What follows belongs to an exercise in optimizing a design on an open flow for small area and a short achievable clock period; a production flow would make more cautious choices.
Function was checked by simulation only, so behaviour that the tests miss may differ from the original.
Power figures rest on the tool's default switching activity, not on a simulated workload.

## constraint.sdc

```tcl
create_clock -name core_clock -period 4.8 [get_ports {clk}]
set_input_delay 0.9600 -clock core_clock [delete_from_list [all_inputs] [get_ports {clk}]]
set_output_delay 0.9600 -clock core_clock [all_outputs]
set_load 0.01 [all_outputs]
```

## flow/run.sh

```bash
#!/bin/bash
# The standard layout (standard.sh, unchanged synthesis), except that the
# port buffers that global placement inserts are plain buf_2 cells instead of
# the delay buffers buffer_ports picks by default.
set -euo pipefail
export BUFFER_PORTS_ARGS="-buffer_cell sky130_fd_sc_hd__buf_2"
bash standard.sh > flow_make.log 2>&1
```

## design.v

```verilog
module mavg_pre_u #(parameter W = 20) (
	input  [W-1:0] a,
	input  [W-1:0] b,
	output [W-1:0] u
);
	assign u = ~(a ^ b);
endmodule
module mavg_pre_v #(parameter W = 20) (
	input  [W-1:0] a,
	input  [W-1:0] b,
	output [W-1:0] v
);
	assign v = a & ~b;
endmodule
module mavg_merge_s #(parameter W = 20) (
	input  [W-1:0] u,
	input  [W-1:0] c,
	output [W-1:0] sn
);
	assign sn = ~(u ^ c);
endmodule
module mavg_merge_k #(parameter W = 20) (
	input  [W-1:0] u,
	input  [W-1:0] v,
	input  [W-1:0] c,
	output [W-1:0] kn
);
	assign kn = {~(v[W-2:0] | (u[W-2:0] & c[W-2:0])), 1'b0};
endmodule
module mavg_prop #(parameter W = 20) (
	input  [W-1:0] sn,
	input  [W-1:0] kn,
	output [W-1:0] p
);
	assign p = sn ^ kn;
endmodule
module mavg_tprop #(parameter W = 20) (
	input  [W-1:0] sn,
	input  [W-1:0] kn,
	output [W-1:0] t
);
	assign t = ~(sn & kn);
endmodule
module mavg_gen #(parameter W = 20) (
	input  [W-1:0] sn,
	input  [W-1:0] kn,
	output [W-1:0] g
);
	assign g = ~(sn | kn);
endmodule
module mavg_ks #(parameter W = 20, parameter L = 1) (
	input  [W-1:0] gi,
	input  [W-1:0] pi,
	output [W-1:0] go,
	output [W-1:0] po
);
	localparam D = 1 << (L - 1);
	localparam IN_INV = ((L - 1) % 2) == 1;
	genvar j;
	generate
		for (j = 0; j < W; j = j + 1) begin : b
			if (j < D) begin : pass
				assign go[j] = gi[j];
				assign po[j] = pi[j];
			end else begin : op
				localparam K = j - D;
				localparam K_INV = (K < D) ? (K == 1 || (K >= 4 && K < 8) || K >= 16) : IN_INV;
				wire gk_t = K_INV ? ~gi[K] : gi[K];
				if (!IN_INV) begin : t2i
					assign go[j] = ~(gi[j] | (pi[j] & gk_t));
					assign po[j] = ~(pi[j] & pi[K]);
				end else begin : i2t
					assign go[j] = ~(gi[j] & (pi[j] | ~gk_t));
					assign po[j] = ~(pi[j] | pi[K]);
				end
			end
		end
	endgenerate
endmodule
module mavg_sum_n #(parameter W = 20) (
	input  [W-1:0] p,
	input  [W-1:0] c,
	output [W-1:0] sn
);
	assign sn[0] = ~p[0];
	genvar j;
	generate
		for (j = 1; j < W; j = j + 1) begin : b
			if (j - 1 == 1 || (j - 1 >= 4 && j - 1 < 8) || j - 1 >= 16) begin : cinv
				assign sn[j] = p[j] ^ c[j-1];
			end else begin : ctrue
				assign sn[j] = ~(p[j] ^ c[j-1]);
			end
		end
	endgenerate
endmodule
module mavg_hold #(parameter W = 20) (
	input  [W-1:0] an,
	input  [W-1:0] bn,
	input          en,
	output [W-1:0] y
);
	assign y = ~(en ? an : bn);
endmodule
module moving_avg_filter #(
	parameter WIDTH = 16,
	parameter N     = 16
)(
	input                         clk,
	input                         rst_n,
	input                         in_valid,
	input      signed [WIDTH-1:0] in_sample,
	output reg                    out_valid,
	output     signed [WIDTH-1:0] out_sample
);
	localparam SHIFT = 4;
	localparam W = WIDTH + SHIFT;
	reg [WIDTH-1:0] window [0:N-2];
	reg [WIDTH-1:0] oldest;   
	reg [SHIFT-1:0] count;    
	reg             full;     
	reg [W-1:0]     sum;
	wire fills = full | (&count);   
	wire [W-1:0] b = {{SHIFT{oldest[WIDTH-1]}}, oldest};
	wire [W-1:0] c = {{SHIFT{in_sample[WIDTH-1]}}, in_sample};
	wire [W-1:0] next_sum_n, sum_n;
	wire [W-1:0] t0;
	wire [W-1:0] u, v, sn, kn, g0, p0, gn1, pn1, g2, p2, gn3, pn3, g4, p4, gn5, pn5, next_sum;
	mavg_pre_u             u_pru (.a(sum), .b(b), .u(u));
	mavg_pre_v             u_prv (.a(sum), .b(b), .v(v));
	mavg_merge_s           u_mgs (.u(u), .c(c), .sn(sn));
	mavg_merge_k           u_mgk (.u(u), .v(v), .c(c), .kn(kn));
	mavg_prop              u_prp (.sn(sn), .kn(kn), .p(p0));
	mavg_gen               u_gen (.sn(sn), .kn(kn), .g(g0));
	mavg_tprop             u_tpr (.sn(sn), .kn(kn), .t(t0));
	mavg_ks      #(.L(1))  u_ks1 (.gi(g0),  .pi(t0),  .go(gn1), .po(pn1));
	mavg_ks      #(.L(2))  u_ks2 (.gi(gn1), .pi(pn1), .go(g2),  .po(p2));
	mavg_ks      #(.L(3))  u_ks3 (.gi(g2),  .pi(p2),  .go(gn3), .po(pn3));
	mavg_ks      #(.L(4))  u_ks4 (.gi(gn3), .pi(pn3), .go(g4),  .po(p4));
	mavg_ks      #(.L(5))  u_ks5 (.gi(g4),  .pi(p4),  .go(gn5), .po(pn5));
	mavg_sum_n             u_sum (.p(p0), .c(gn5), .sn(next_sum_n));
	mavg_hold              u_hld (.an(next_sum_n), .bn(sum_n), .en(sum_en), .y(next_sum));
	assign sum_n = ~(sum & {W{rst_n}});
	wire   sum_en = in_valid & rst_n;
	integer i;
	always @(posedge clk) begin
		sum <= next_sum;
		if (!rst_n)
			oldest <= {WIDTH{1'b0}};
		else if (in_valid)
			oldest <= fills ? window[N-2] : {WIDTH{1'b0}};
		if (in_valid) begin
			window[0] <= in_sample;
			for (i = 1; i < N-1; i = i + 1)
				window[i] <= window[i-1];
		end
	end
	always @(posedge clk or negedge rst_n) begin
		if (!rst_n) begin
			count     <= {SHIFT{1'b0}};
			full      <= 1'b0;
			out_valid <= 1'b0;
		end else begin
			out_valid <= 1'b0;
			if (in_valid) begin
				count     <= count + 1'b1;
				if (&count) full <= 1'b1;
				out_valid <= fills;
			end
		end
	end
	assign out_sample = sum[W-1:SHIFT];
endmodule
module moving_avg_top #(
    parameter FILTER_TYPE =  0,     
    parameter WIDTH       = 16,
    parameter N           = 16,
    parameter SHIFT       =  4,
    parameter DO_ROUND    =  0,
    parameter K           =  3
)(
    input                     clk,
    input                     rst_n,
    input                     in_valid,
    input  signed [WIDTH-1:0] in_sample,
    output                    out_valid,
    output signed [WIDTH-1:0] out_sample
);
    wire                     out_valid_w;
    wire signed [WIDTH-1:0]  out_sample_w;
    generate
        if (FILTER_TYPE == 0) begin : gen_win_buffer
            moving_avg_filter #(
                .WIDTH (WIDTH),
                .N     (N)
            ) u_filter (
                .clk        (clk),
                .rst_n      (rst_n),
                .in_valid   (in_valid),
                .in_sample  (in_sample),
                .out_valid  (out_valid_w),
                .out_sample (out_sample_w)
            );
        end else begin : gen_default
            moving_avg_filter #(
                .WIDTH (WIDTH),
                .N     (N)
            ) u_filter (
                .clk        (clk),
                .rst_n      (rst_n),
                .in_valid   (in_valid),
                .in_sample  (in_sample),
                .out_valid  (out_valid_w),
                .out_sample (out_sample_w)
            );
        end
    endgenerate
    assign out_valid  = out_valid_w;
    assign out_sample = out_sample_w;
endmodule
```

## config.mk

```make
export PLATFORM = sky130hd
export DESIGN_NAME = moving_avg_top
export DESIGN_NICKNAME = moving_avg_top
export VERILOG_FILES = /design/flow/design.v
export SDC_FILE = /design/flow/constraint.sdc
export NUM_CORES = 4
export LEC_CHECK = 0
export CAP_MARGIN = 20
export CORE_MARGIN = 2
export CORE_UTILIZATION = 40
export CTS_BUF_LIST = sky130_fd_sc_hd__clkbuf_16
export CTS_CLUSTER_DIAMETER = 100
export CTS_CLUSTER_SIZE = 24
export PLACE_DENSITY = 0.8
export SETUP_SLACK_MARGIN = 2.2
export SLEW_MARGIN = 20
export SYNTH_HIERARCHICAL = 1
```

## standard.sh

```bash
#!/bin/bash
# synth_recipe.tcl (not shown) runs the flow's synth.tcl, then flattens the netlist and writes it again
# the make line also repeats each setting of config.mk as NAME=value (left out here)
make -C /OpenROAD-flow-scripts/flow DESIGN_CONFIG=/design/flow/config.mk WORK_HOME=/design/flow/orfs CLKGATE_MAP_FILE= SYNTH_SCRIPT=/design/flow/synth_recipe.tcl "${@:-finish}"
```

==> impl_metrics.env, run 1 <==
export IMPL_outcome="complete, no violations"
export IMPL_critical_path_max_stage_delay_ns=0.51
export IMPL_routed_wl_um=16400
export IMPL_post_route_min_period_ns=2.40
export IMPL_port_buffer_count=35
export IMPL_grt_pass1_vias=4817
export IMPL_drive_gt1_frac=0.151
export IMPL_clock_path_buffers=3
export IMPL_grt_use_total=0.115
export IMPL_instances_no_fill=1028
export IMPL_syn_nets=702
export IMPL_syn_area_per_cell_sq_um=15.9
export IMPL_wl_met1_um=8450
export IMPL_finalHoldViolations=0
export IMPL_antenna_found_initial=0
export IMPL_avgRoutedWirePerCell_um=16.0
export IMPL_crit_start="gen_win_buffer.u_filter.oldest[1]"
export IMPL_finalMaxSlewViolations=0
export IMPL_p_seq_frac=0.485
export IMPL_via_per_inst=4.83
export IMPL_postCtsHoldBufs=0
export IMPL_htreeDepth=1
export IMPL_cp_required_ns=5.16
export IMPL_drt_antenna_violating_nets=0
export IMPL_r2r_end="gen_win_buffer.u_filter.sum[16]"
export IMPL_yosys_warnings=8
export IMPL_reg2reg_slack_ns=2.40
export IMPL_final_net_count=700
export IMPL_synth_cell_area_sq_um=10900
export IMPL_leakagePower_nw=3.99
export IMPL_setup_viol=0
export IMPL_fin_skew_ns=0.0140
export IMPL_place_congestion=0.841
export IMPL_slowest_stage="dfxtp_1"
export IMPL_slew_headroom=0.452
export IMPL_start_kind="flip-flop"
export IMPL_utilization=0.429
export IMPL_rows=60
export IMPL_met2_length_um=7010
export IMPL_worst_pin_slew_ns=0.822
export IMPL_dieArea_sq_um=28500
export IMPL_rr_worst_depth=9
export IMPL_power_internal_w=0.00428
export IMPL_critPathKind="reg2reg"
export IMPL_grt_overflow=0
export IMPL_fp_dieH_um=169
export IMPL_area_growth_pct=5.65
export IMPL_grt_max_degree=108
export IMPL_diodes=0
export IMPL_clock_sinks=282
export IMPL_cts_made_buffers=15
export IMPL_holdCritPathClass="reg2reg"
export IMPL_drc_errors=0
export IMPL_die_x_um=169
export IMPL_core_sq_um=26800
export IMPL_worstHoldStart="gen_win_buffer.u_filter.window[2][3]"
export IMPL_vias=4969
export IMPL_switching_share=0.322
export IMPL_worst_hold_slack_ns=0.408
export IMPL_cp_max_fo=5
export IMPL_peakVddDrop_mv=0.302
export IMPL_n_fill_cell=2320
export IMPL_max_freq_mhz=417
export IMPL_power_frac_comb=0.312
export IMPL_met3_length_um=586
export IMPL_tns_ns=0
export IMPL_power_density_nw_per_um2=549
export IMPL_endpoint="gen_win_buffer.u_filter.sum[16]"
export IMPL_drtIter0Drc=344
export IMPL_path_cells="xnor2_1, xnor2_1, nand2_1, a21oi_2, o21ai_1, a21oi_1, o21ai_1, xnor2_1, mux2i_1"
export IMPL_maxCapViolations=0
export IMPL_cts_root_buf="clkbuf_16"
export IMPL_r2r_start="gen_win_buffer.u_filter.oldest[1]"
export IMPL_cpMostUsedCell="xnor2_1"
export IMPL_grt_pass1_wl_um=25700
export IMPL_clkTransAtPathRegs_ns=0.09
export IMPL_clockPowerShare=0.203
export IMPL_netlist_instances=682
export IMPL_cp_arrival_ns=2.76
export IMPL_switchingPower_w=0.00203
export IMPL_endpoint_kind="flip-flop"
export IMPL_placed_cells=1004
export IMPL_period_share=0.500
export IMPL_clk_latency_ns=0.49
export IMPL_cts_setup_buffers=0
export IMPL_tritoncts="built"
export IMPL_dr_pass1_iters=4
export IMPL_ios=36
export IMPL_rsz0062_at_grt="true"
export IMPL_maxUsedRoutingLayer="met4"
export IMPL_hpwl_um=10500
export IMPL_start_util=0.406
## worst max-delay path, delay by kind of cell, from the launching register on
kind	cells	cell delay, ns
mux	1	0.09
flops	1	0.51
simple gates	1	0.14
compound gates	4	0.90
xor+xnor	3	0.64
## repair_timing
action	CTS	global route
endpoints found under the hold margin	0	0
resized for setup	1	3
endpoints found under the setup margin	1	6
## power groups by stage
stage | logic [W] | clock network, W | registers, W
floorplan | 0.00192 | 0 | 0.00307
global placement | 0.00196 | 0 | 0.00310
detailed placement | 0.00197 | 0 | 0.00311
CTS | 0.00198 | 0.00133 | 0.00306
global route | 0.00220 | 0.00140 | 0.00309
finish | 0.00197 | 0.00128 | 0.00306
## worst min-delay path by stage
| stage | to | slack [ns] | cells past startpoint |
|---|---|---|---|
| floorplan | gen_win_buffer.u_filter.window[10][0] | 0.40 | 0 |
| global placement | gen_win_buffer.u_filter.window[10][4] | 0.40 | 0 |
| detailed placement | gen_win_buffer.u_filter.window[10][4] | 0.40 | 0 |
| CTS | gen_win_buffer.u_filter.window[3][3] | 0.41 | 0 |
| global route | gen_win_buffer.u_filter.window[6][3] | 0.43 | 0 |
| finish | gen_win_buffer.u_filter.window[3][3] | 0.41 | 0 |
## registers in the layout, indices dropped and copies added, names as in the netlist
signal and flops:
gen_win_buffer.u_filter.count 4, gen_win_buffer.u_filter.full 1, gen_win_buffer.u_filter.oldest 16, gen_win_buffer.u_filter.out_valid 1
gen_win_buffer.u_filter.sum 20, gen_win_buffer.u_filter.window 240
## per-stage QoR
| stage | setup WS [ns] | instance area, sq um | total power, W |
|---|---|---|---|
| after floorplan | 2.49 | 10900 | 0.00499 |
| after global placement | 1.93 | 11100 | 0.00506 |
| after detailed placement | 1.85 | 11100 | 0.00508 |
| after CTS | 2.28 | 11500 | 0.00637 |
| after global routing | 2.20 | 11500 | 0.00668 |
| final | 2.40 | 11500 | 0.00630 |
## final cells by class
cell class | instances | area, sq um | area share
well taps | 341 | 427 | 0.0371
clock buffers | 15 | 375 | 0.0327
multi-input cells | 334 | 2320 | 0.202
inverters | 7 | 26.3 | 0.00229
repair buffers | 40 | 223 | 0.0194
flip-flops and latches | 282 | 8080 | 0.703
clock inverters | 9 | 38.8 | 0.00338
## cells in the final DEF (no fill, tap or decap), types with 15 or more instances in the layout
| master | count |
|---|---|
| o21ai_1 | 27 |
| inv_1 | 15 |
| a21oi_1 | 32 |
| clkbuf_16 | 15 |
| xnor2_1 | 53 |
| nor2b_4 | 19 |
| mux2i_1 | 20 |
| a32o_1 | 16 |
| buf_2 | 34 |
| xor2_1 | 29 |
| nor2_1 | 36 |
| a21oi_2 | 23 |
| nand2_1 | 67 |
| dfxtp_1 | 35 |
| edfxtp_1 | 240 |
## routing by layer
metal / up-vias / GRT usage
li1: 2400 / -
met1: 2474 / 0.174
met2: 74 / 0.171
met3: 21 / 0.0231
met4: 0 / 0.0270
met5: - / 0
==> run 2: changes to the inputs <==
--- a/config.mk
+++ b/config.mk
@@ -11,7 +11,6 @@
 export CTS_BUF_LIST = sky130_fd_sc_hd__clkbuf_16
 export CTS_CLUSTER_DIAMETER = 100
 export CTS_CLUSTER_SIZE = 24
-export PLACE_DENSITY = 0.8
-export SETUP_SLACK_MARGIN = 2.2
+export SETUP_SLACK_MARGIN = 2.6
 export SLEW_MARGIN = 20
 export SYNTH_HIERARCHICAL = 1
==> impl_metrics.env, run 2 <==
export IMPL_routed_wl_um=17400
export IMPL_fp_dieH_um=169
export IMPL_syn_nets=702
export IMPL_hpwl_um=10600
export IMPL_start_util=0.406
export IMPL_power_density_nw_per_um2=556
export IMPL_tritoncts="built"
export IMPL_worst_pin_slew_ns=0.841
export IMPL_largest_reg_flops=240
export IMPL_port_buffer_count=35
export IMPL_cts_made_buffers=15
export IMPL_maxCapViolations=0
export IMPL_area_growth_pct=11.7
export IMPL_drt_antenna_violating_nets=0
export IMPL_max_freq_mhz=461
export IMPL_layout_common_cells="edfxtp_1 (240), nand2_1 (65), nor2_1 (36), a21oi_2 (36), buf_2 (33)"
export IMPL_place_congestion=0.862
export IMPL_met2_length_um=7830
export IMPL_synth_cell_area_sq_um=10900
export IMPL_critPathKind="in2reg"
export IMPL_met3_length_um=724
export IMPL_rows=60
export IMPL_drive_gt1_frac=0.270
export IMPL_start_kind="input pin"
export IMPL_clkTransAtPathRegs_ns=0.10
export IMPL_endpoint_kind="flip-flop"
export IMPL_reg_largest_list="gen_win_buffer.u_filter.window: 240 flops, gen_win_buffer.u_filter.sum: 20 flops, gen_win_buffer.u_filter.oldest: 16 flops"
export IMPL_cp_required_ns=5.17
export IMPL_fin_skew_ns=0.00819
export IMPL_drtIter0Drc=343
export IMPL_cp_arrival_ns=2.54
export IMPL_clock_sinks=282
export IMPL_maxUsedRoutingLayer="met4"
export IMPL_yosys_warnings=8
export IMPL_final_design_area_no_fill_sq_um=12100
export IMPL_setup_viol=0
export IMPL_diodes=0
export IMPL_syn_area_per_cell_sq_um=15.9
export IMPL_placed_cells=1000
export IMPL_via_per_inst=4.88
export IMPL_dr_pass1_iters=4
export IMPL_final_common_cell="edfxtp_1"
export IMPL_final_net_count=702
export IMPL_clock_path_buffers=3
export IMPL_vias=5033
export IMPL_drc_errors=0
export IMPL_grt_pass1_wl_um=26500
export IMPL_antenna_found_initial=0
export IMPL_finalHoldViolations=0
export IMPL_tns_ns=0
export IMPL_avgRoutedWirePerCell_um=16.9
export IMPL_cp_max_fo=3
export IMPL_dieArea_sq_um=28500
export IMPL_die_x_um=169
export IMPL_regMostFlops="gen_win_buffer.u_filter.window"
export IMPL_slew_headroom=0.439
export IMPL_rsz0062_at_grt="true"
export IMPL_cts_root_buf="clkbuf_16"
export IMPL_instances_no_fill=1031
export IMPL_htreeDepth=1
export IMPL_grt_overflow=0
export IMPL_ios=36
export IMPL_wl_met1_um=8610
export IMPL_clk_latency_ns=0.48
export IMPL_reg2reg_slack_ns=2.68
export IMPL_outcome="complete, no violations"
export IMPL_grt_use_total=0.117
export IMPL_leakagePower_nw=4.24
export IMPL_period_share=0.452
export IMPL_netlist_instances=682
export IMPL_holdCritPathClass="reg2reg"
export IMPL_grt_pass1_vias=4874
export IMPL_post_route_min_period_ns=2.17
export IMPL_core_sq_um=26800
export IMPL_finalMaxSlewViolations=0
export IMPL_postPlaceCellArea_sq_um=11200
export IMPL_grt_max_degree=139
export IMPL_peakVddDrop_mv=0.248
==> run 2: timing repair <==
item | 4_1_cts | 5_1_grt
setup endpoints to repair | 28 | 88
cloned | 0 | 1
hold endpoints to repair | 0 | 0
hold buffers | 0 | 0
setup buffers | 0 | 5
resized for setup | 14 | 79
pin swaps | 0 | 5
==> run 2: layout make-up <==
type	count	area (sq um)
Inverter	7	26.3
Sequential cell	282	8110
Fill cell	2291	14700
Tap cell	341	427
Clock inverter	9	33.8
Clock buffer	16	400
Multi-Input combinational cell	335	2890
Timing Repair Buffer	41	256
==> run 2: path summary, 6_finish.rpt <==
kind,endpoint,from,depth (start not counted)
min in group asynchronous,gen_win_buffer.u_filter.full,rst_n,1
max reg2reg,gen_win_buffer.u_filter.sum[13],gen_win_buffer.u_filter.oldest[2],9
min reg2reg,gen_win_buffer.u_filter.window[11][13],gen_win_buffer.u_filter.window[10][13],0
max in group asynchronous,gen_win_buffer.u_filter.count[0],rst_n,1
min,gen_win_buffer.u_filter.window[11][13],gen_win_buffer.u_filter.window[10][13],0
max,gen_win_buffer.u_filter.sum[13],in_sample[2],9
==> run 2: critical path: stages <==
cell,delay (ns)
buf_2,0.15
xnor2_2,0.21
nand2_1,0.15
a21oi_2,0.20
o21ai_1,0.11
a21oi_1,0.30
o21ai_1,0.16
xnor2_1,0.19
mux2i_1,0.09
==> run 2: report_power, final <==
group          switching [W]  internal [W]
clock network       0.000711      0.000607
logic                0.00132       0.00101
registers           0.000202       0.00291
total                0.00223       0.00452
==> run 2: metal layers <==
metal  global-route usage  up-vias
met2                0.174       75
li1                     -     2408
met5                    0        -
met1                0.183     2528
met4               0.0289        0
met3               0.0157       22
==> run 2: stage by stage <==
step / power, W / worst slack [ns] / util / hold WS [ns]
2_1_floorplan: 0.00506 / 2.59 / - / 0.400
3_3_place_gp: 0.00514 / 2.02 / 0.417 / 0.401
3_5_place_dp: 0.00517 / 1.98 / 0.417 / 0.405
4_1_cts: 0.00654 / 2.54 / 0.435 / 0.423
5_1_grt: 0.00717 / 2.52 / 0.453 / 0.429
6_report: 0.00676 / 2.63 / 0.453 / 0.416
==> run 3: changes to the inputs <==
--- a/config.mk
+++ b/config.mk
@@ -11,6 +11,6 @@
 export CTS_BUF_LIST = sky130_fd_sc_hd__clkbuf_16
 export CTS_CLUSTER_DIAMETER = 100
 export CTS_CLUSTER_SIZE = 24
-export SETUP_SLACK_MARGIN = 2.6
+export SETUP_SLACK_MARGIN = 2.8
 export SLEW_MARGIN = 20
 export SYNTH_HIERARCHICAL = 1
==> impl_metrics.env, run 3 <==
export IMPL_outcome="complete, no violations"
export IMPL_reg_largest_list="gen_win_buffer.u_filter.window: 240 flops, gen_win_buffer.u_filter.sum: 20 flops, gen_win_buffer.u_filter.oldest: 16 flops"
export IMPL_diodes=0
export IMPL_grt_use_total=0.129
export IMPL_worst_pin_slew_ns=0.928
export IMPL_fin_skew_ns=0.0219
export IMPL_drt_antenna_violating_nets=0
export IMPL_clockPowerShare=0.175
export IMPL_syn_area_per_cell_sq_um=15.9
export IMPL_rows=60
export IMPL_p_total_w=0.00744
export IMPL_start_util=0.406
export IMPL_power_density_nw_per_um2=574
export IMPL_clock_path_buffers=3
export IMPL_final_common_cell="edfxtp_1"
export IMPL_dieArea_sq_um=28500
export IMPL_max_freq_mhz=483
export IMPL_peakVddDrop_mv=0.292
export IMPL_netlist_instances=682
export IMPL_period_share=0.431
export IMPL_slew_headroom=0.381
export IMPL_leakagePower_nw=4.45
export IMPL_tns_ns=0
export IMPL_met1_usage=0.181
export IMPL_routed_wl_um=18000
export IMPL_hpwl_um=10600
export IMPL_antenna_found_initial=0
export IMPL_die_x_um=169
export IMPL_clk_latency_ns=0.50
export IMPL_via_per_inst=4.88
export IMPL_pre_cts_ws_ns=1.91
export IMPL_holdCritPathClass="in2async"
export IMPL_grt_overflow=0
export IMPL_final_net_count=722
export IMPL_endpoint_kind="output port"
export IMPL_port_buffer_count=35
export IMPL_rr_worst_depth=11
export IMPL_core_sq_um=26800
export IMPL_fin_ws_ns=2.73
export IMPL_cp_required_ns=3.84
export IMPL_layout_common_cells="edfxtp_1 (240), nand2_1 (50), xor2_1 (29), xnor2_4 (29), buf_4 (25)"
export IMPL_power_internal_w=0.00490
export IMPL_finalMaxSlewViolations=0
export IMPL_clkTransAtPathRegs_ns=0.09
export IMPL_ios=36
export IMPL_grt_pass1_vias=5280
export IMPL_drtIter0Drc=310
export IMPL_synth_cell_area_sq_um=10900
export IMPL_dr_pass1_iters=4
export IMPL_critPathKind="reg2out"
export IMPL_rsz0062_at_grt="true"
export IMPL_start_kind="flip-flop"
export IMPL_top_usage_layer="met2"
export IMPL_grt_max_degree=106
export IMPL_cts_made_buffers=15
export IMPL_cts_root_buf="clkbuf_16"
export IMPL_area_growth_pct=19.2
export IMPL_syn_nets=702
export IMPL_vias=5133
export IMPL_htreeDepth=1
export IMPL_p_seq_frac=0.423
export IMPL_yosys_warnings=8
export IMPL_switchingPower_w=0.00254
export IMPL_switching_share=0.341
export IMPL_cp_max_fo=4
export IMPL_largest_reg_flops=240
export IMPL_grt_pass1_wl_um=28900
export IMPL_maxCapViolations=0
export IMPL_setup_viol=0
export IMPL_use_met2=0.204
export IMPL_drc_errors=0
export IMPL_grt_use_met3=0.0274
export IMPL_finalHoldViolations=0
export IMPL_fp_dieH_um=169
export IMPL_cp_arrival_ns=1.11
export IMPL_tritoncts="built"
export IMPL_place_congestion=0.886
export IMPL_regMostFlops="gen_win_buffer.u_filter.window"
export IMPL_drive_gt1_frac=0.381
export IMPL_power_frac_comb=0.402
export IMPL_clock_sinks=282
export IMPL_avgRoutedWirePerCell_um=17.1
export IMPL_worst_hold_slack_ns=0.394
export IMPL_post_route_min_period_ns=2.07
## run 3: cell count changes in the layout (fill, tap and decap cells not counted), moves of 12 or more
cell     before  now
buf_6         1   17
xnor2_2      22   10
a21oi_2      36   24
a21oi_4       5   22
xnor2_4      15   29
nand2_1      65   50
nand2_2       2   16
dfxtp_4       2   20
buf_4         4   25
buf_2        33   15
nor2_1       36   21
dfxtp_1      14    0
## run 3: per-layer routing
layer  part of all wire  vias to the layer above
li1                   -                     2460
met1               0.47                     2587
met2               0.46                       57
met3              0.037                       29
met4              0.025                        0
met5                  0                        -
## run 3: power by group through the flow
| stage | registers [W] | clock network, W | logic, W |
|---|---|---|---|
| 5_1_grt | 0.00318 | 0.00144 | 0.00326 |
| 3_3_place_gp | 0.00309 | 0 | 0.00230 |
| 6_report | 0.00315 | 0.00130 | 0.00299 |
| 4_1_cts | 0.00314 | 0.00137 | 0.00277 |
| 3_5_place_dp | 0.00311 | 0 | 0.00230 |
| 2_1_floorplan | 0.00307 | 0 | 0.00225 |
## run 3: layout make-up
class / instances / area, sq um
inverter: 7 / 26.3
tap: 341 / 427
clock inverter: 11 / 51.3
multi-input combinational: 335 / 3370
clock buffer: 15 / 375
fill: 2217 / 13800
sequential: 282 / 8170
timing repair buffer: 61 / 534
## run 3: worst max-delay path: stages (launching register included)
cell	delay (ns)
dfxtp_4	0.38
buf_6	0.11
buf_6	0.11
## run 3: worst paths after layout
| kind | startpoint | end | slack, ns |
|---|---|---|---|
| setup / recovery | gen_win_buffer.u_filter.sum[8] | out_sample[4] | 2.73 |
| hold / removal | rst_n | gen_win_buffer.u_filter.out_valid | 0.39 |
| setup reg to reg | gen_win_buffer.u_filter.sum[8] | gen_win_buffer.u_filter.sum[13] | 2.79 |
| hold reg to reg | gen_win_buffer.u_filter.window[9][6] | gen_win_buffer.u_filter.window[10][6] | 0.41 |
| max in group asynchronous | rst_n | gen_win_buffer.u_filter.full | 4.12 |
| min in group core_clock | gen_win_buffer.u_filter.window[9][6] | gen_win_buffer.u_filter.window[10][6] | 0.41 |
## run 3: what timing repair did
action	in CTS	in global routing
buffers inserted	14	9
resized for setup	154	46
pin swaps	32	28
endpoints found under the setup margin	56	129
cloned	1	0
hold buffers	0	0
## run 3: per-stage QoR
stage / utilization / cell area [sq um] / std cells
final: 0.484 / 13000 / 1052
after global routing: 0.484 / 13000 / 1052
after CTS: 0.473 / 12700 / 1043
after detailed placement: 0.428 / 11500 / 1002
after global placement: 0.428 / 11500 / 1002
after floorplan: - / 11300 / 682
==> run 4: changes to the inputs <==
--- a/config.mk
+++ b/config.mk
@@ -11,6 +11,6 @@
 export CTS_BUF_LIST = sky130_fd_sc_hd__clkbuf_16
 export CTS_CLUSTER_DIAMETER = 100
 export CTS_CLUSTER_SIZE = 24
-export SETUP_SLACK_MARGIN = 2.8
+export SETUP_SLACK_MARGIN = 3.0
 export SLEW_MARGIN = 20
 export SYNTH_HIERARCHICAL = 1
==> impl_metrics.env, run 4 <==
export IMPL_outcome="complete, no violations"
export IMPL_ios=36
export IMPL_grt_max_degree=119
export IMPL_fin_skew_ns=0.00894
export IMPL_fp_dieH_um=169
export IMPL_rows=60
export IMPL_tritoncts="built"
export IMPL_cp_required_ns=5.17
export IMPL_endpoint_kind="flip-flop"
export IMPL_cp_max_fo=4
export IMPL_grt_overflow=0
export IMPL_dr_pass1_iters=4
export IMPL_peakVddDrop_mv=0.269
export IMPL_via_per_inst=4.92
export IMPL_rsz0062_at_grt="true"
export IMPL_tns_ns=0
export IMPL_cts_made_buffers=15
export IMPL_diodes=0
export IMPL_drc_errors=0
export IMPL_worst_pin_slew_ns=0.845
export IMPL_place_congestion=0.835
export IMPL_antenna_found_initial=0
export IMPL_clock_path_buffers=3
export IMPL_finalHoldViolations=0
export IMPL_die_x_um=169
export IMPL_clk_latency_ns=0.49
export IMPL_setup_viol=0
export IMPL_dieArea_sq_um=28500
export IMPL_layout_common_cells="edfxtp_1 (240), nand2_1 (46), buf_4 (36)"
export IMPL_grt_pass1_wl_um=29600
export IMPL_avgRoutedWirePerCell_um=17.6
export IMPL_vias=5261
export IMPL_syn_area_per_cell_sq_um=15.9
export IMPL_period_share=0.424
export IMPL_fin_ws_ns=2.77
export IMPL_start_util=0.406
export IMPL_holdCritPathClass="in2async"
export IMPL_critical_path_top_delay_family="XOR/XNOR gates"
export IMPL_start_kind="flip-flop"
export IMPL_cpMostUsedCell="xnor2_4"
export IMPL_grt_use_total=0.132
export IMPL_port_buffer_count=35
export IMPL_routed_wl_um=18800
export IMPL_grt_pass1_vias=5463
export IMPL_crit_buf_inv=1
export IMPL_final_common_cell="edfxtp_1"
export IMPL_power_density_nw_per_um2=584
export IMPL_largest_reg_flops=240
export IMPL_slew_headroom=0.437
export IMPL_critPathKind="reg2reg"
export IMPL_clkTransAtPathRegs_ns=0.10
export IMPL_max_freq_mhz=492
export IMPL_hpwl_um=10500
export IMPL_drt_antenna_violating_nets=0
export IMPL_path_cells="xnor2_4, xnor2_4, nand2_4, a21oi_4, buf_6, o21ai_4, a21oi_2, xor2_1, mux2i_1"
export IMPL_drive_gt1_frac=0.422
export IMPL_n_fill_cell=2134
export IMPL_finalMaxSlewViolations=0
export IMPL_reg_largest_list="gen_win_buffer.u_filter.window: 240 flops, gen_win_buffer.u_filter.sum: 20 flops, gen_win_buffer.u_filter.oldest: 16 flops"
export IMPL_critical_path_max_stage_delay_ns=0.38
export IMPL_core_sq_um=26800
export IMPL_htreeDepth=1
export IMPL_area_growth_pct=22.9
export IMPL_slowest_stage="dfxtp_4"
export IMPL_maxCapViolations=0
export IMPL_regMostFlops="gen_win_buffer.u_filter.window"
export IMPL_syn_nets=702
export IMPL_synth_cell_area_sq_um=10900
export IMPL_pre_cts_ws_ns=1.91
export IMPL_clock_sinks=282
export IMPL_post_route_min_period_ns=2.03
export IMPL_final_net_count=740
export IMPL_leakagePower_nw=4.64
export IMPL_yosys_warnings=8
export IMPL_netlist_instances=682
export IMPL_cp_arrival_ns=2.41
export IMPL_cts_root_buf="clkbuf_16"
export IMPL_drtIter0Drc=328
[run 4: final cells by class]
type                            count  area [sq um]  share of cell area
Sequential cell                   282          8190               0.613
Multi-Input combinational cell    335          3540               0.265
Inverter                            7          26.3             0.00197
Clock buffer                       15           375              0.0281
Clock inverter                     10          45.0             0.00337
Timing Repair Buffer               79           758              0.0568
Tap cell                          341           427              0.0319
[run 4: repair_timing]
item	4_1_cts	5_1_grt
resized for setup	189	61
pin swaps	54	39
endpoints found under the hold margin	0	0
hold buffers	0	0
buffers inserted	30	12
endpoints found under the setup margin	186	85
gates cloned	2	0
[run 4: through the flow]
stage	util	area, sq um	hold WS (ns)	total power (W)	instances
2_1_floorplan	-	11300	0.400	0.00532	682
3_3_place_gp	0.427	11500	0.404	0.00535	1000
3_5_place_dp	0.427	11500	0.405	0.00538	1000
4_1_cts	0.484	13000	0.377	0.00749	1057
5_1_grt	0.498	13400	0.372	0.00823	1069
6_report	0.498	13400	0.386	0.00780	1069
[run 4: path summary, 6_finish.rpt]
| path | end | cells after the start | slack (ns) | startpoint |
|---|---|---|---|---|
| worst max register to register | gen_win_buffer.u_filter.sum[7] | 9 | 2.77 | gen_win_buffer.u_filter.oldest[2] |
| min in group core_clock | gen_win_buffer.u_filter.window[8][7] | 0 | 0.42 | gen_win_buffer.u_filter.window[7][7] |
| worst min register to register | gen_win_buffer.u_filter.window[8][7] | 0 | 0.42 | gen_win_buffer.u_filter.window[7][7] |
| worst min-delay path | gen_win_buffer.u_filter.out_valid | 1 | 0.39 | rst_n |
| worst max-delay path | gen_win_buffer.u_filter.sum[7] | 9 | 2.77 | gen_win_buffer.u_filter.oldest[2] |
| max in group asynchronous | gen_win_buffer.u_filter.full | 1 | 4.11 | rst_n |
[run 4: metal layers]
layer,global-route usage,share of wire,up-vias
met5,0,0,-
met4,0.0315,0.022,0
li1,-,-,2495
met1,0.177,0.44,2653
met3,0.0346,0.048,30
met2,0.214,0.48,83
[run 4: power by group]
part	internal (W)	leakage [nW]	switching [W]	total (W)
clock network	0.000578	0.236	0.000718	0.00130
logic	0.00158	1.66	0.00178	0.00336
registers	0.00293	2.74	0.000209	0.00314
==> run 5: changes to the inputs <==
--- a/config.mk
+++ b/config.mk
@@ -11,6 +11,6 @@
 export CTS_BUF_LIST = sky130_fd_sc_hd__clkbuf_16
 export CTS_CLUSTER_DIAMETER = 100
 export CTS_CLUSTER_SIZE = 24
-export SETUP_SLACK_MARGIN = 3.0
+export SETUP_SLACK_MARGIN = 2.2
 export SLEW_MARGIN = 20
 export SYNTH_HIERARCHICAL = 1
==> impl_metrics.env, run 5 <==
export IMPL_rsz0062_at_grt="false"
export IMPL_dieArea_sq_um=28500
export IMPL_hpwl_um=10200
export IMPL_clock_path_buffers=3
export IMPL_cts_root_buf="clkbuf_16"
export IMPL_drc_errors=0
export IMPL_synth_cell_area_sq_um=10900
export IMPL_final_net_count=698
export IMPL_diodes=0
export IMPL_slowest_stage="o21ai_1"
export IMPL_holdCritPathClass="reg2reg"
export IMPL_post_route_min_period_ns=2.34
export IMPL_grt_pass1_wl_um=26900
export IMPL_htreeDepth=1
export IMPL_cp_max_fo=6
export IMPL_dr_pass1_iters=4
export IMPL_clk_latency_ns=0.48
export IMPL_regArea_sq_um=8080
export IMPL_fp_dieH_um=169
export IMPL_critPathKind="reg2reg"
export IMPL_reg_largest_list="gen_win_buffer.u_filter.window: 240 flops, gen_win_buffer.u_filter.sum: 20 flops, gen_win_buffer.u_filter.oldest: 16 flops"
export IMPL_final_common_cell="edfxtp_1"
export IMPL_grt_pass1_vias=5108
export IMPL_period_share=0.487
export IMPL_slew_headroom=0.389
export IMPL_place_congestion=0.846
export IMPL_regMostFlops="gen_win_buffer.u_filter.window"
export IMPL_instances_no_fill=1027
export IMPL_area_growth_pct=5.64
export IMPL_rows=60
export IMPL_grt_overflow=0
export IMPL_ctsResizeCount=0
export IMPL_cpMostUsedCell="xnor2_1"
export IMPL_cp_required_ns=5.15
export IMPL_path_cells="xnor2_1, xnor2_1, nor2_2, inv_1, o21ai_1, a21oi_1, o21ai_1, xnor2_1, mux2i_1"
export IMPL_port_buffer_count=35
export IMPL_fin_skew_ns=0.00763
export IMPL_finalHoldViolations=0
export IMPL_via_per_inst=4.86
export IMPL_maxCapViolations=0
export IMPL_start_kind="flip-flop"
export IMPL_core_sq_um=26800
export IMPL_power_density_nw_per_um2=548
export IMPL_vias=4993
export IMPL_leakagePower_nw=3.99
export IMPL_endpoint_kind="flip-flop"
export IMPL_layout_common_cells="edfxtp_1 (240), nand2_1 (67), xnor2_1 (53)"
export IMPL_critical_path_top_delay_family="compound AO/OA/AOI/OAI gates"
export IMPL_postCtsHoldBufs=0
export IMPL_routed_wl_um=16300
export IMPL_cts_made_buffers=15
export IMPL_crit_buf_inv=1
export IMPL_cp_arrival_ns=2.69
export IMPL_drive_gt1_frac=0.149
export IMPL_antenna_found_initial=0
export IMPL_max_freq_mhz=428
export IMPL_setup_viol=0
export IMPL_yosys_warnings=8
export IMPL_worst_pin_slew_ns=0.916
export IMPL_die_x_um=169
export IMPL_outcome="complete, no violations"
export IMPL_syn_area_per_cell_sq_um=15.9
export IMPL_grt_max_degree=120
export IMPL_clock_sinks=282
export IMPL_tns_ns=0
export IMPL_grt_use_total=0.117
export IMPL_clkTransAtPathRegs_ns=0.09
export IMPL_finalMaxSlewViolations=0
export IMPL_critical_path_max_stage_delay_ns=0.37
export IMPL_peakVddDrop_mv=0.251
export IMPL_n_fill_cell=2350
export IMPL_avgRoutedWirePerCell_um=15.9
export IMPL_netlist_instances=682
export IMPL_drt_antenna_violating_nets=0
export IMPL_cts_setup_buffers=0
export IMPL_largest_reg_flops=240
export IMPL_ios=36
export IMPL_drtIter0Drc=286
export IMPL_start_util=0.406
export IMPL_syn_nets=702
export IMPL_tritoncts="built"
export IMPL_multiInputGateArea_sq_um=2320
export IMPL_placed_cells=1002
-- run 5: cell types whose count changed in the layout (fill, tap and decap cells not counted), sizes merged --
| cell | change |
|---|---|
| and2 | -1 |
| inv | -1 |
| buf | -41 |
| clkinv | +1 |
-- run 5: cell type report --
class	count	share of cell area
Clock buffer	15	0.0327
Clock inverter	10	0.00370
Inverter	7	0.00229
Multi-Input combinational cell	334	0.202
Sequential cell	282	0.703
Tap cell	341	0.0371
Timing Repair Buffer	38	0.0192
-- run 5: worst paths after layout --
| path | start | to | slack (ns) | depth (start not counted) |
|---|---|---|---|---|
| min reg2reg | gen_win_buffer.u_filter.window[7][4] | gen_win_buffer.u_filter.window[8][4] | 0.42 | 0 |
| max reg2reg | gen_win_buffer.u_filter.oldest[0] | gen_win_buffer.u_filter.sum[15] | 2.46 | 9 |
| max in group asynchronous | rst_n | gen_win_buffer.u_filter.count[0] | 3.91 | 1 |
| min in group asynchronous | rst_n | gen_win_buffer.u_filter.out_valid | 0.49 | 1 |
| min | gen_win_buffer.u_filter.window[7][4] | gen_win_buffer.u_filter.window[8][4] | 0.42 | 0 |
| max | gen_win_buffer.u_filter.oldest[0] | gen_win_buffer.u_filter.sum[15] | 2.46 | 9 |
-- run 5: layer usage --
layer	global-route usage	vias up	share of wire	wire, um
met1	0.170	2508	0.50	8160
li1	-	2399	-	-
met4	0.0259	0	0.016	255
met3	0.0220	21	0.040	651
met2	0.184	65	0.44	7270
met5	0	-	0	0
-- run 5: power by group --
part / internal (W) / switching [W] / total, W / leakage [nW]
sequential: 0.00290 / 0.000157 / 0.00306 / 2.72
combinational: 0.000802 / 0.00116 / 0.00196 / 1.04
clock: 0.000575 / 0.000701 / 0.00128 / 0.237
-- run 5: through the flow --
stage	power [W]	util	hold slack, ns	area, sq um	setup slack [ns]
after global routing	0.00671	0.429	0.433	11500	2.25
after CTS	0.00638	0.428	0.423	11500	2.29
after floorplan	0.00499	-	0.400	10900	2.49
final	0.00630	0.429	0.418	11500	2.46
after detailed placement	0.00507	0.413	0.405	11100	1.90
after global placement	0.00504	0.413	0.405	11100	1.95
==> run 6: changes to the inputs <==
--- a/design.v
+++ b/design.v
@@ -77,30 +77,33 @@
 		end
 	endgenerate
 endmodule
-module mavg_sum_n #(parameter W = 20) (
+module mavg_presel #(parameter W = 20) (
 	input  [W-1:0] p,
+	input  [W-1:0] hn,
+	input          en,
+	output [W-1:0] a1,
+	output [W-1:0] a0
+);
+	assign a1 = en ? p : hn;
+	assign a0 = en ? ~p : hn;
+endmodule
+module mavg_final #(parameter W = 20) (
+	input  [W-1:0] a1,
+	input  [W-1:0] a0,
 	input  [W-1:0] c,
-	output [W-1:0] sn
-);
-	assign sn[0] = ~p[0];
+	output [W-1:0] y
+);
+	assign y[0] = ~a0[0];
 	genvar j;
 	generate
 		for (j = 1; j < W; j = j + 1) begin : b
 			if (j - 1 == 1 || (j - 1 >= 4 && j - 1 < 8) || j - 1 >= 16) begin : cinv
-				assign sn[j] = p[j] ^ c[j-1];
+				assign y[j] = ~(c[j-1] ? a0[j] : a1[j]);
 			end else begin : ctrue
-				assign sn[j] = ~(p[j] ^ c[j-1]);
+				assign y[j] = ~(c[j-1] ? a1[j] : a0[j]);
 			end
 		end
 	endgenerate
-endmodule
-module mavg_hold #(parameter W = 20) (
-	input  [W-1:0] an,
-	input  [W-1:0] bn,
-	input          en,
-	output [W-1:0] y
-);
-	assign y = ~(en ? an : bn);
 endmodule
 module moving_avg_filter #(
 	parameter WIDTH = 16,
@@ -123,7 +126,7 @@
 	wire fills = full | (&count);   
 	wire [W-1:0] b = {{SHIFT{oldest[WIDTH-1]}}, oldest};
 	wire [W-1:0] c = {{SHIFT{in_sample[WIDTH-1]}}, in_sample};
-	wire [W-1:0] next_sum_n, sum_n;
+	wire [W-1:0] sel1, sel0, sum_n;
 	wire [W-1:0] t0;
 	wire [W-1:0] u, v, sn, kn, g0, p0, gn1, pn1, g2, p2, gn3, pn3, g4, p4, gn5, pn5, next_sum;
 	mavg_pre_u             u_pru (.a(sum), .b(b), .u(u));
@@ -138,8 +141,8 @@
 	mavg_ks      #(.L(3))  u_ks3 (.gi(g2),  .pi(p2),  .go(gn3), .po(pn3));
 	mavg_ks      #(.L(4))  u_ks4 (.gi(gn3), .pi(pn3), .go(g4),  .po(p4));
 	mavg_ks      #(.L(5))  u_ks5 (.gi(g4),  .pi(p4),  .go(gn5), .po(pn5));
-	mavg_sum_n             u_sum (.p(p0), .c(gn5), .sn(next_sum_n));
-	mavg_hold              u_hld (.an(next_sum_n), .bn(sum_n), .en(sum_en), .y(next_sum));
+	mavg_presel            u_psl (.p(p0), .hn(sum_n), .en(sum_en), .a1(sel1), .a0(sel0));
+	mavg_final             u_fin (.a1(sel1), .a0(sel0), .c(gn5), .y(next_sum));
 	assign sum_n = ~(sum & {W{rst_n}});
 	wire   sum_en = in_valid & rst_n;
 	integer i;
==> impl_metrics.env, run 6 <==
export IMPL_pre_cts_ws_ns=1.97
export IMPL_hpwl_um=10400
export IMPL_largest_reg_flops=240
export IMPL_final_net_count=757
export IMPL_cp_max_fo=157
export IMPL_core_sq_um=27100
export IMPL_netlist_instances=743
export IMPL_rows=60
export IMPL_clk_latency_ns=0.49
export IMPL_dr_pass1_iters=5
export IMPL_drtIter0Drc=430
export IMPL_finalHoldViolations=0
export IMPL_drc_errors=0
export IMPL_p_total_w=0.00658
export IMPL_slew_headroom=0.442
export IMPL_outcome="complete, no violations"
export IMPL_grt_overflow=0
export IMPL_postCtsHoldBufs=0
export IMPL_clockPowerShare=0.197
export IMPL_dieArea_sq_um=29100
export IMPL_grt_use_total=0.117
export IMPL_synth_cell_area_sq_um=11100
export IMPL_cts_made_buffers=15
export IMPL_final_design_area_no_fill_sq_um=11700
export IMPL_period_share=0.475
export IMPL_clock_sinks=282
export IMPL_holdCritPathClass="reg2reg"
export IMPL_tns_ns=0
export IMPL_grt_pass1_vias=5020
export IMPL_fin_ws_ns=2.52
export IMPL_postPlaceCellArea_sq_um=11300
export IMPL_n_fill_cell=2433
export IMPL_maxCapViolations=0
export IMPL_switching_share=0.337
export IMPL_diodes=0
export IMPL_grt_max_degree=158
export IMPL_antenna_found_initial=0
export IMPL_grt_pass1_wl_um=26700
export IMPL_cts_root_buf="clkbuf_16"
export IMPL_start_kind="input pin"
export IMPL_layout_common_cells="edfxtp_1 (240), nand2_1 (103), xnor2_1 (42)"
export IMPL_place_congestion=0.870
export IMPL_cts_setup_buffers=0
export IMPL_ios=36
export IMPL_path_cells="buf_8, buf_12, nor2b_1, buf_4, a32o_1"
export IMPL_slowest_stage="buf_12"
export IMPL_regMostFlops="gen_win_buffer.u_filter.window"
export IMPL_critPathKind="in2reg"
export IMPL_power_internal_w=0.00436
export IMPL_max_freq_mhz=438
export IMPL_r2r_start="gen_win_buffer.u_filter.oldest[0]"
export IMPL_power_frac_comb=0.332
export IMPL_area_growth_pct=5.87
export IMPL_yosys_warnings=8
export IMPL_vias=5225
export IMPL_power_density_nw_per_um2=560
export IMPL_endpoint_kind="flip-flop"
export IMPL_clkTransAtPathRegs_ns=0.10
export IMPL_cp_required_ns=5.18
export IMPL_crit_buf_inv=3
export IMPL_finalMaxSlewViolations=0
export IMPL_routed_wl_um=16700
export IMPL_avgRoutedWirePerCell_um=15.0
export IMPL_critical_path_top_delay_family="buffers and inverters"
export IMPL_leakagePower_nw=4.18
export IMPL_die_x_um=170
export IMPL_crit_start="in_valid"
export IMPL_syn_nets=763
export IMPL_start_util=0.409
export IMPL_syn_area_per_cell_sq_um=14.9
export IMPL_p_seq_frac=0.471
export IMPL_drt_antenna_violating_nets=0
export IMPL_clock_path_buffers=3
export IMPL_critical_path_max_stage_delay_ns=0.61
export IMPL_worst_hold_slack_ns=0.415
export IMPL_peakVddDrop_mv=0.259
export IMPL_worst_pin_slew_ns=0.836
export IMPL_post_route_min_period_ns=2.28
export IMPL_fin_skew_ns=0.0163
export IMPL_setup_viol=0
export IMPL_reg_largest_list="gen_win_buffer.u_filter.window: 240 flops, gen_win_buffer.u_filter.sum: 20 flops, gen_win_buffer.u_filter.oldest: 16 flops"
export IMPL_fp_dieH_um=170
export IMPL_cp_arrival_ns=2.66
export IMPL_htreeDepth=1
export IMPL_via_per_inst=4.67
export IMPL_worstHoldStart="gen_win_buffer.u_filter.window[6][13]"
export IMPL_rsz0062_at_grt="false"
export IMPL_switchingPower_w=0.00222
export IMPL_port_buffer_count=35
export IMPL_drive_gt1_frac=0.141
export IMPL_tritoncts="built"
export IMPL_final_common_cell="edfxtp_1"
[run 6: changes by cell type in the layout (fill, tap and decap cells not counted), sizes merged]
| cell | change |
|---|---|
| nor2 | +1 |
| mux2 | +1 |
| buf | +1 |
| nand2 | +36 |
| xor2 | -8 |
| nand2b | +19 |
| o21ai | +19 |
| mux2i | -1 |
| a21oi | +1 |
| inv | +2 |
| xnor2 | -11 |
[run 6: final cells by class]
class | instances | area [sq um] | area share
Inverter | 8 | 30.0 | 0.00256
Timing Repair Buffer | 39 | 228 | 0.0194
Clock buffer | 15 | 375 | 0.0320
Sequential cell | 282 | 8080 | 0.688
Clock inverter | 11 | 51.3 | 0.00437
Multi-Input combinational cell | 391 | 2510 | 0.214
Tap cell | 372 | 465 | 0.0397
[run 6: what timing repair did]
item / in CTS / in global routing
endpoints found under the setup margin: 0 / 5
gates resized for setup: 0 / 3
hold endpoints to repair: 0 / 0
[run 6: path summary, 6_finish.rpt]
kind | depth (start not counted) | end | slack (ns)
max | 5 | gen_win_buffer.u_filter.oldest[0] | 2.52
min | 0 | gen_win_buffer.u_filter.window[7][13] | 0.41
max reg2reg | 8 | gen_win_buffer.u_filter.sum[15] | 2.61
min reg2reg | 0 | gen_win_buffer.u_filter.window[7][13] | 0.41
max in group asynchronous | 2 | gen_win_buffer.u_filter.count[1] | 4.10
min in group asynchronous | 2 | gen_win_buffer.u_filter.out_valid | 0.45
[run 6: metal layers]
| layer | GRT usage | share of wire | up-vias |
|---|---|---|---|
| li1 | - | - | 2589 |
| met1 | 0.173 | 0.50 | 2550 |
| met2 | 0.177 | 0.44 | 65 |
| met3 | 0.0248 | 0.040 | 21 |
| met4 | 0.0275 | 0.020 | 0 |
| met5 | 0 | 0 | - |
[run 6: per-stage QoR]
step	instances	util
global placement	1092	0.417
CTS	1118	0.433
floorplan	743	-
detailed placement	1092	0.417
global route	1118	0.433
finish	1118	0.433
[run 6: power groups by stage]
stage          sequential (W)  clock, W  combinational [W]
5_1_grt               0.00313   0.00144            0.00245
4_1_cts               0.00310   0.00136            0.00220
6_report              0.00310   0.00130            0.00218
3_5_place_dp          0.00315         0            0.00219
3_3_place_gp          0.00315         0            0.00217
2_1_floorplan         0.00310         0            0.00213
==> run 7: changes to the inputs <==
--- a/config.mk
+++ b/config.mk
@@ -11,6 +11,6 @@
 export CTS_BUF_LIST = sky130_fd_sc_hd__clkbuf_16
 export CTS_CLUSTER_DIAMETER = 100
 export CTS_CLUSTER_SIZE = 24
-export SETUP_SLACK_MARGIN = 2.2
+export SETUP_SLACK_MARGIN = 2.8
 export SLEW_MARGIN = 20
 export SYNTH_HIERARCHICAL = 1
==> impl_metrics.env, run 7 <==
export IMPL_cp_arrival_ns=1.06
export IMPL_via_per_inst=4.78
export IMPL_switchingPower_w=0.00269
export IMPL_rows=60
export IMPL_cts_made_buffers=15
export IMPL_holdCritPathClass="in2async"
export IMPL_p_seq_frac=0.422
export IMPL_clkTransAtPathRegs_ns=0.10
export IMPL_ios=36
export IMPL_regArea_sq_um=8160
export IMPL_grt_use_total=0.127
export IMPL_clock_sinks=282
export IMPL_routed_wl_um=18800
export IMPL_start_util=0.409
export IMPL_n_fill_cell=2271
export IMPL_drtIter0Drc=327
export IMPL_worst_pin_slew_ns=0.797
export IMPL_cp_required_ns=3.84
export IMPL_dieArea_sq_um=29100
export IMPL_critPathKind="reg2out"
export IMPL_hpwl_um=10700
export IMPL_tritoncts="built"
export IMPL_period_share=0.421
export IMPL_outcome="complete, no violations"
export IMPL_clk_latency_ns=0.50
export IMPL_worst_hold_slack_ns=0.378
export IMPL_grt_pass1_vias=5223
export IMPL_final_net_count=777
export IMPL_place_congestion=0.839
export IMPL_area_growth_pct=17.6
export IMPL_drc_errors=0
export IMPL_maxCapViolations=0
export IMPL_fin_skew_ns=0.0210
export IMPL_met3_length_um=668
export IMPL_port_buffer_count=35
export IMPL_power_internal_w=0.00493
export IMPL_switching_share=0.353
export IMPL_reg_largest_list="gen_win_buffer.u_filter.window: 240 flops, gen_win_buffer.u_filter.sum: 20 flops, gen_win_buffer.u_filter.oldest: 16 flops"
export IMPL_finalHoldViolations=0
export IMPL_path_cells="buf_2"
export IMPL_slowest_stage="dfxtp_2"
export IMPL_clockPowerShare=0.170
export IMPL_grt_max_degree=85
export IMPL_avgRoutedWirePerCell_um=16.5
export IMPL_drive_gt1_frac=0.320
export IMPL_die_x_um=170
export IMPL_vias=5440
export IMPL_grt_pass1_wl_um=28600
export IMPL_utilization=0.481
export IMPL_largest_reg_flops=240
export IMPL_clock_path_buffers=3
export IMPL_yosys_warnings=8
export IMPL_netlist_instances=743
export IMPL_leakagePower_nw=4.60
export IMPL_drt_antenna_violating_nets=0
export IMPL_setup_viol=0
export IMPL_critical_path_top_delay_family="flip-flops"
export IMPL_post_route_min_period_ns=2.02
export IMPL_critical_path_max_stage_delay_ns=0.40
export IMPL_cts_root_buf="clkbuf_16"
export IMPL_final_common_cell="edfxtp_1"
export IMPL_multiInputGateArea_sq_um=3470
export IMPL_crit_buf_inv=1
export IMPL_slew_headroom=0.469
export IMPL_regMostFlops="gen_win_buffer.u_filter.window"
export IMPL_max_freq_mhz=494
export IMPL_grt_overflow=0
export IMPL_rsz0062_at_grt="true"
export IMPL_core_sq_um=27100
export IMPL_peakVddDrop_mv=0.358
export IMPL_htreeDepth=1
export IMPL_synth_cell_area_sq_um=11100
export IMPL_dr_pass1_iters=5
export IMPL_diodes=0
export IMPL_finalMaxSlewViolations=0
export IMPL_fp_dieH_um=170
export IMPL_antenna_found_initial=0
export IMPL_endpoint_kind="output port"
export IMPL_met2_length_um=8530
export IMPL_maxUsedRoutingLayer="met4"
export IMPL_syn_area_per_cell_sq_um=14.9
export IMPL_power_frac_comb=0.408
export IMPL_start_kind="flip-flop"
export IMPL_layout_common_cells="edfxtp_1 (240), nand2_1 (91), xnor2_4 (31)"
export IMPL_power_density_nw_per_um2=585
export IMPL_syn_nets=763
export IMPL_tns_ns=0
export IMPL_cp_max_fo=3
export IMPL_wl_met1_um=9180
[run 7: metal layers]
layer,GRT usage,vias to the layer above
li1,-,2646
met1,0.188,2697
met2,0.196,80
met3,0.0215,17
met4,0.0312,0
met5,0,-
[run 7: final timing paths]
kind | cells after the start | slack [ns] | to | start
setup / recovery | 1 | 2.78 | out_sample[11] | gen_win_buffer.u_filter.sum[15]
hold / removal | 1 | 0.38 | gen_win_buffer.u_filter.out_valid | rst_n
setup reg to reg | 8 | 2.82 | gen_win_buffer.u_filter.sum[11] | gen_win_buffer.u_filter.sum[9]
hold reg to reg | 0 | 0.42 | gen_win_buffer.u_filter.window[7][5] | gen_win_buffer.u_filter.window[6][5]
max in group asynchronous | 1 | 4.14 | gen_win_buffer.u_filter.count[0] | rst_n
min in group core_clock | 0 | 0.42 | gen_win_buffer.u_filter.window[7][5] | gen_win_buffer.u_filter.window[6][5]
[run 7: repair_timing]
action,in CTS,in global routing
gates resized for setup,52,119
buffers inserted,7,12
cloned,2,1
pin swaps,2,35
setup endpoints to repair,210,35
hold buffers,0,0
[run 7: power groups by stage]
stage | clock network (W) | registers, W | logic (W)
global placement | 0 | 0.00315 | 0.00244
detailed placement | 0 | 0.00315 | 0.00247
CTS | 0.00136 | 0.00314 | 0.00261
finish | 0.00130 | 0.00321 | 0.00311
floorplan | 0 | 0.00310 | 0.00239
global route | 0.00144 | 0.00325 | 0.00339
[run 7: layout make-up]
| class | count | area share |
|---|---|---|
| clock buffer | 15 | 0.0288 |
| clock inverter | 10 | 0.00317 |
| sequential | 282 | 0.626 |
| inverter | 8 | 0.00230 |
| multi-input combinational | 393 | 0.266 |
| timing repair buffer | 57 | 0.0378 |
| tap | 372 | 0.0357 |
[run 7: per-stage QoR]
step           cell area [sq um]  setup WS [ns]  instances  power, W
6_report                   13000           2.78       1137   0.00762
3_3_place_gp               11600           1.94       1090   0.00559
4_1_cts                    12400           2.68       1124   0.00712
2_1_floorplan              11400           2.73        743   0.00548
3_5_place_dp               11600           1.87       1090   0.00562
5_1_grt                    13000           2.70       1137   0.00808
==> run 8: changes to the inputs <==
--- a/config.mk
+++ b/config.mk
@@ -11,6 +11,6 @@
 export CTS_BUF_LIST = sky130_fd_sc_hd__clkbuf_16
 export CTS_CLUSTER_DIAMETER = 100
 export CTS_CLUSTER_SIZE = 24
-export SETUP_SLACK_MARGIN = 2.8
+export SETUP_SLACK_MARGIN = 2.6
 export SLEW_MARGIN = 20
 export SYNTH_HIERARCHICAL = 1
==> impl_metrics.env, run 8 <==
export IMPL_outcome="complete, no violations"
export IMPL_ios=36
export IMPL_wl_met1_um=8930
export IMPL_met2_length_um=7540
export IMPL_routed_wl_um=17400
export IMPL_post_route_min_period_ns=2.13
export IMPL_synth_cell_area_sq_um=11100
export IMPL_drt_antenna_violating_nets=0
export IMPL_dr_pass1_iters=5
export IMPL_tns_ns=0
export IMPL_r2r_start="gen_win_buffer.u_filter.oldest[15]"
export IMPL_cp_required_ns=5.23
export IMPL_drc_errors=0
export IMPL_finalMaxSlewViolations=0
export IMPL_grt_pass1_wl_um=27100
export IMPL_drive_gt1_frac=0.194
export IMPL_period_share=0.443
export IMPL_critPathKind="in2reg"
export IMPL_clock_path_buffers=3
export IMPL_pre_cts_ws_ns=1.77
export IMPL_die_x_um=170
export IMPL_leakagePower_nw=4.33
export IMPL_syn_area_per_cell_sq_um=14.9
export IMPL_n_fill_cell=2413
export IMPL_finalHoldViolations=0
export IMPL_hpwl_um=10400
export IMPL_start_util=0.409
export IMPL_maxUsedRoutingLayer="met4"
export IMPL_cts_made_buffers=15
export IMPL_core_sq_um=27100
export IMPL_largest_reg_flops=240
export IMPL_place_congestion=0.838
export IMPL_yosys_warnings=8
export IMPL_reg2reg_slack_ns=2.71
export IMPL_slew_headroom=0.447
export IMPL_fin_skew_ns=0.0135
export IMPL_fin_ws_ns=2.67
export IMPL_r2r_end="gen_win_buffer.u_filter.sum[18]"
export IMPL_start_kind="input pin"
export IMPL_final_common_cell="edfxtp_1"
export IMPL_setup_viol=0
export IMPL_max_freq_mhz=470
export IMPL_fp_dieH_um=170
export IMPL_final_net_count=758
export IMPL_endpoint_kind="flip-flop"
export IMPL_reg_largest_list="gen_win_buffer.u_filter.window: 240 flops, gen_win_buffer.u_filter.sum: 20 flops, gen_win_buffer.u_filter.oldest: 16 flops"
export IMPL_syn_nets=763
export IMPL_antenna_found_initial=0
export IMPL_grt_max_degree=155
export IMPL_diodes=0
export IMPL_regMostFlops="gen_win_buffer.u_filter.window"
export IMPL_grt_pass1_vias=5049
export IMPL_area_growth_pct=8.20
export IMPL_vias=5235
export IMPL_multiInputGateArea_sq_um=2750
export IMPL_met3_length_um=634
export IMPL_rows=60
export IMPL_holdCritPathClass="in2async"
export IMPL_clkTransAtPathRegs_ns=0.10
export IMPL_endpoint="gen_win_buffer.u_filter.sum[18]"
export IMPL_cp_arrival_ns=2.56
export IMPL_peakVddDrop_mv=0.284
export IMPL_netlist_instances=743
export IMPL_cts_root_buf="clkbuf_16"
export IMPL_rr_worst_depth=9
export IMPL_crit_start="in_sample[15]"
export IMPL_clock_sinks=282
export IMPL_via_per_inst=4.68
export IMPL_grt_use_total=0.119
export IMPL_drtIter0Drc=388
export IMPL_cp_max_fo=10
export IMPL_layout_common_cells="edfxtp_1 (240), nand2_1 (103), nor2_1 (37)"
export IMPL_postCtsHoldBufs=0
export IMPL_tritoncts="built"
export IMPL_dieArea_sq_um=29100
export IMPL_rsz0062_at_grt="true"
export IMPL_worst_pin_slew_ns=0.830
export IMPL_regArea_sq_um=8090
export IMPL_power_density_nw_per_um2=565
export IMPL_maxCapViolations=0
export IMPL_avgRoutedWirePerCell_um=15.6
export IMPL_clk_latency_ns=0.50
export IMPL_grt_overflow=0
export IMPL_port_buffer_count=35
export IMPL_htreeDepth=1
[run 8: changes by cell type in the layout (fill, tap and decap cells not counted), moves of 14 or more]
| cell | before | now |
|---|---|---|
| buf_6 | 14 | 0 |
| xnor2_2 | 6 | 27 |
| a21oi_1 | 11 | 29 |
| a21oi_4 | 17 | 1 |
| xnor2_4 | 31 | 0 |
| buf_2 | 18 | 33 |
| dfxtp_1 | 2 | 30 |
| buf_4 | 22 | 3 |
| dfxtp_4 | 17 | 1 |
[run 8: report_power, final]
group	total (W)	internal [W]	switching, W
Combinational	0.00233	0.000954	0.00138
Clock	0.00133	0.000581	0.000746
Sequential	0.00311	0.00292	0.000193
[run 8: how the worst min path moves through the flow]
| stage | start | endpoint | slack, ns | depth (start not counted) |
|---|---|---|---|---|
| 2_1_floorplan | gen_win_buffer.u_filter.window[9][0] | gen_win_buffer.u_filter.window[10][0] | 0.40 | 0 |
| 5_1_grt | rst_n | gen_win_buffer.u_filter.count[1] | 0.39 | 1 |
| 3_5_place_dp | gen_win_buffer.u_filter.window[10][11] | gen_win_buffer.u_filter.window[11][11] | 0.40 | 0 |
| 3_3_place_gp | gen_win_buffer.u_filter.window[11][7] | gen_win_buffer.u_filter.window[12][7] | 0.40 | 0 |
| 4_1_cts | gen_win_buffer.u_filter.window[8][7] | gen_win_buffer.u_filter.window[9][7] | 0.41 | 0 |
| 6_report | rst_n | gen_win_buffer.u_filter.out_valid | 0.39 | 1 |
[run 8: cell type report]
type                       instances  share of cell area
timing repair buffer              39              0.0196
clock inverter                    11             0.00428
multi-input combinational        392               0.229
tap                              372              0.0388
inverter                           8             0.00250
sequential                       282               0.674
clock buffer                      15              0.0313
[run 8: critical path, stage by stage]
cell	delay (ns)
buf_2	0.21
xnor2_1	0.33
nand2_1	0.14
a21oi_1	0.20
o21ai_1	0.10
a21oi_1	0.16
o21ai_1	0.10
a21oi_2	0.15
mux2i_1	0.20
[run 8: routing by layer]
metal | vias to the layer above | GRT usage
met2 | 53 | 0.181
li1 | 2609 | -
met4 | 0 | 0.0260
met1 | 2555 | 0.178
met3 | 18 | 0.0254
met5 | - | 0
[run 8: through the flow]
step           total power (W)  utilization  hold slack [ns]  cell area, sq um  instances
2_1_floorplan          0.00525            -            0.400             11100        743
3_3_place_gp           0.00534        0.418            0.400             11300       1090
3_5_place_dp           0.00536        0.418            0.405             11300       1090
4_1_cts                0.00672        0.434            0.414             11800       1117
5_1_grt                0.00723        0.443            0.394             12000       1119
6_report               0.00677        0.443            0.392             12000       1119
[run 8: timing repair]
| item | CTS | global route |
|---|---|---|
| buffers inserted | 0 | 2 |
| pin swaps | 1 | 2 |
| gates cloned | 1 | 0 |
| resized for setup | 5 | 37 |
| setup endpoints to repair | 20 | 102 |

==> afterwards: timing with drivers on the ports <==
No port has a modelled driver above. Below, the same layouts with a new extraction and two added sets of constraints. Step 1, drivers: a clkbuf_16 drives clk and a buf_2 each remaining input, both assumed. Step 2 adds t to the input delays and takes it off the output delays; t is the mean of the earliest and latest rising clock arrival at the registers after step 1. Input paths then give back, and output paths get back, about the clock's delay inside the block. Slacks: no drivers / after step 1 / after step 2; pairs: no drivers / after step 1.
| run | shift t [ns] | slack for setup (ns) | worst register clock-pin slew, ns | cell pins on the clock port's net |
|---|---|---|---|---|
| run 1 | 0.520 | 2.400 / 2.400 / 1.959 | 0.09 / 0.09 | 1 |
| run 2 | 0.519 | 2.632 / 2.623 / 2.140 | 0.10 / 0.10 | 1 |
| run 3 | 0.538 | 2.731 / 2.686 / 2.239 | 0.10 / 0.10 | 1 |
| run 4 | 0.530 | 2.766 / 2.766 / 2.259 | 0.10 / 0.10 | 1 |
| run 5 | 0.520 | 2.464 / 2.464 / 1.972 | 0.09 / 0.09 | 1 |
| run 6 | 0.530 | 2.518 / 2.515 / 1.984 | 0.10 / 0.10 | 1 |
| run 7 | 0.530 | 2.777 / 2.730 / 2.291 | 0.10 / 0.10 | 1 |
| run 8 | 0.538 | 2.672 / 2.661 / 2.152 | 0.10 / 0.10 | 1 |
After both steps every run listed still meets setup and hold. The setup slack of run 6, which loses most, moves by -0.003 ns with the drivers and by -0.534 ns with both steps.
